Source: an optimization exercise on an open RTL-to-GDS flow (aim: small area). Production flows keep margins and buffers that such runs may drop.
Only simulation tests tie the RTL to the original design; equivalence was not proved.
Power and IR drop assume default switching activity.

## lane 1
Design cfpu, start of the top module:
module cfpu(
	input										clk,
	input										reset,
	input [(10-1):0]				csr_address,
	input										csr_read,
	output [(32-1):0]				csr_readdata,
	input										csr_write,
	input [(32-1):0]				csr_writedata,
	output										csr_waitrequest,
	input [(10-1):0]		fprint_address,
	input										fprint_write,
	input [(32-1):0]				fprint_writedata,
	output										fprint_waitrequest,
	output										checkpoint_write,
	output [32-1 : 0]				checkpoint_writedata,
	output [27-1 : 0]			checkpoint_address,
	input										checkpoint_waitrequest,
	output										irq
);
Settings: LEC_CHECK=0, ABC_AREA=1, CAP_MARGIN=20, CORE_MARGIN=2, CORE_UTILIZATION=50, CTS_BUF_LIST=sky130_fd_sc_hd__clkbuf_4, CTS_CLUSTER_DIAMETER=35, CTS_CLUSTER_SIZE=8, SLEW_MARGIN=20; clock period 10.0 ns.
run.sh (not shown) runs the stock make flow with config.mk's settings and CLKGATE_MAP_FILE= SYNTH_SCRIPT=/design/flow/synth_recipe.tcl, a recipe that flattens the netlist after the stock synthesis.
Lane 1 ended with every stage complete and zero timing, DRC or antenna violations.
diff inputs: lane 1 => lane 2
Settings: SLEW_MARGIN changed from 20 to 5; CAP_MARGIN changed from 20 to 5; CTS_BUF_LIST changed from sky130_fd_sc_hd__clkbuf_4 to sky130_fd_sc_hd__clkbuf_8; GPL_TIMING_DRIVEN newly set to 0; CTS_CLUSTER_SIZE changed from 8 to 16; CTS_CLUSTER_DIAMETER changed from 35 to 50.
--- outcome ---
Apart from lane 2, each of lane 2 and lane 1 ends the flow with a layout that passes the timing, DRC and antenna checks. Delta (lane 2 minus lane 1): number of vias after detailed routing went up by 11%, total iterations of the first detailed-routing run has increased, routed wire length went up by 44%. Looking at capturing instance or port of the critical path, the csr_readdata[14] result is from lane 1; the co_ram[8][5]$_DFFE_PP_ one comes from lane 2.
Input-level comparison between lane 3 and lane 2:
Settings: swapping 5 for 20 in SLEW_MARGIN; clearing GPL_TIMING_DRIVEN, which used to be 0; swapping 5 for 20 in CAP_MARGIN.
==> flow/flow/run.sh (new file) <==
#!/bin/bash
export BUFFER_PORTS_ARGS="-buffer_cell sky130_fd_sc_hd__buf_1"
bash standard.sh > standard.log 2>&1
==> flow/standard.sh (new file) <==
#!/bin/bash
# synth_recipe.tcl (not shown) runs the flow's synth.tcl, then flattens the netlist and writes it again
# the make line also repeats each setting of config.mk as NAME=value (left out here)
make -C /OpenROAD-flow-scripts/flow DESIGN_CONFIG=/design/flow/config.mk WORK_HOME=/design/flow/orfs CLKGATE_MAP_FILE= SYNTH_SCRIPT=/design/flow/synth_recipe.tcl "${@:-finish}"
removed: flow/run.sh
### Flow results
Lane 3 completed; timing, DRC and antenna clean. Taking lane 2 as the reference point, the portion of the clock cycle consumed by the worst path in the final layout of lane 3 falls by 24 points. Antenna cell count on lane 3 is down relative to lane 2. Of lane 2 and lane 3, lane 3 shows the lower CTS buffer count, with lane 2 above it. Lane 3 vs. lane 2: worst setup slack after placement moved up; overall power moved down; hold slack moved up.
Input-level comparison between lane 4 and lane 3:
==> flow/run.sh (new file) <==
#!/bin/bash
# synth_recipe.tcl (not shown) runs the flow's synth.tcl, then flattens the netlist and writes it again
# the make line also repeats each setting of config.mk as NAME=value (left out here)
make -C /OpenROAD-flow-scripts/flow DESIGN_CONFIG=/design/flow/config.mk WORK_HOME=/design/flow/orfs CLKGATE_MAP_FILE= SYNTH_SCRIPT=/design/flow/synth_recipe.tcl finish
removed: flow/flow/run.sh
removed: flow/standard.sh
## What came out
- Compared with lane 3, lane 4 shows a lower wire length on met3.
- Total design power delta (lane 3 -> lane 4): insignificant
- The routed wire length number comes out higher for lane 3 vs lane 4.
- Run comparison: lane 3 launch point of the critical path tid[3]$_DFFE_PP0P_; lane 4 launch point of the critical path csr_address[5]
- ~same final setup violation count in lane 3 and lane 4


Another version of the RTL of cfpu (not shown whole).
For scale: roughly 8,800 cells after synthesis, about 0.10 sq mm of cells after synthesis.
clock: 10.0 ns
lec_check: 0
cap_margin: 20
core_margin: 2
core_utilization: 40
slew_margin: 20
Stock flow here: none of the scripts above is used.
Change:
- ABC_AREA: not set -> 1
- CORE_UTILIZATION: 40 -> 50
- CTS_BUF_LIST: not set -> sky130_fd_sc_hd__clkbuf_16
- CTS_CLUSTER_DIAMETER: not set -> 60
- CTS_CLUSTER_SIZE: not set -> 24
The new run finished clean.
Sequential cell count does not change.
Design area came out lower by 5.9%.
Hold slack is better by 0.020 ns.
Total power is lower by 4.9%.
Critical path depth goes up by 5.
Sequential power is about the same.
Cell count rose by 9.2%.
Routed wire length drops by 5.5%.
Global-route usage rose by 5.2 points.
Change:
- ABC_AREA: 1 -> not set
- CTS_BUF_LIST: sky130_fd_sc_hd__clkbuf_16 -> sky130_fd_sc_hd__clkbuf_8
- CTS_CLUSTER_DIAMETER: 60 -> 50
- CTS_CLUSTER_SIZE: 24 -> 12
Register-to-register slack loses 0.64 ns; sequential share of layout area falls by 0.78 points; synthesized area grows by 1.5%; critical path depth rose by 5; global-route usage increases by 0.76 points; design area climbs by about 1.4%.
Change:
- ABC_AREA: not set -> 1
- CTS_CLUSTER_SIZE: 12 -> 16
- The new run went through all stages and came out clean
- routed wire length falls by about 4.7%
- non-clock buffer count decreases by 22
- die area goes down by about 1.5%
- design area shrinks by 2.2%
- via count rose by 8.9%
- final cell count came out higher by about 17%
- count of clock-buffer cells in the layout shrinks by 77


Another version of the RTL of cfpu (not shown whole).
make LEC_CHECK=0 ABC_AREA=1 CAP_MARGIN=20 CORE_MARGIN=2 CORE_UTILIZATION=60 CTS_BUF_LIST=sky130_fd_sc_hd__clkbuf_8 CTS_CLUSTER_DIAMETER=45 CTS_CLUSTER_SIZE=20 SLEW_MARGIN=20 finish   # period 10.0 ns
Change:
--- a/flow/config.mk
+++ b/flow/config.mk
@@ -10,6 +10,6 @@
 export CORE_MARGIN = 2
-export CORE_UTILIZATION = 60
+export CORE_UTILIZATION = 50
 export CTS_BUF_LIST = sky130_fd_sc_hd__clkbuf_8
-export CTS_CLUSTER_DIAMETER = 45
-export CTS_CLUSTER_SIZE = 20
+export CTS_CLUSTER_DIAMETER = 50
+export CTS_CLUSTER_SIZE = 16
 export SLEW_MARGIN = 20
=> Final area is about the same; wire length went up by 2.5%; global-route usage decreases by 5.3 points.

==> what the ideal ports hide <==
In the flow no input, the clock included, has a driving cell. The finished layouts below were timed again as built, in two steps.
Step 1 (the two cells are an assumption about what drives the block):
set clk [get_ports {clk}]
set_driving_cell -lib_cell sky130_fd_sc_hd__clkbuf_16 $clk
set_driving_cell -lib_cell sky130_fd_sc_hd__buf_2 [delete_from_list [all_inputs] $clk]
Step 2, shift: input delay + t, output delay - t, t = (earliest + latest rising clock arrival at the registers) / 2. This alone moves slack from input paths to output paths.
Slacks: no drivers / after step 1 / after step 2; pairs: no drivers / after step 1.
run	t (ns)	setup slack, ns	worst setup path at the end	pins driven straight from the clock port
lane 1	1.534	2.817 / 2.792 / 2.792	input to output	1
lane 2	1.147	1.055 / 1.055 / 1.055	register to register	1
lane 3	1.103	3.432 / 3.432 / 3.432	register to register	1
lane 4	1.118	2.798 / 2.773 / 2.773	input to output	1
the first run of note 2	1.022	2.433 / 2.349 / 2.349	input to output	1
the second run of note 2	0.943	2.993 / 2.967 / 2.967	input to output	1
the third run of note 2	1.144	2.753 / 2.753 / 2.753	register to register	1
the fourth run of note 2	1.147	2.984 / 2.957 / 2.957	input to output	1
the first run of note 3	1.137	2.677 / 2.654 / 2.654	input to output	1
the second run of note 3	1.131	2.684 / 2.658 / 2.658	input to output	1
The setup slack of the first run of note 2, which loses most, moves by -0.084 ns with the drivers and by -0.084 ns with both steps.
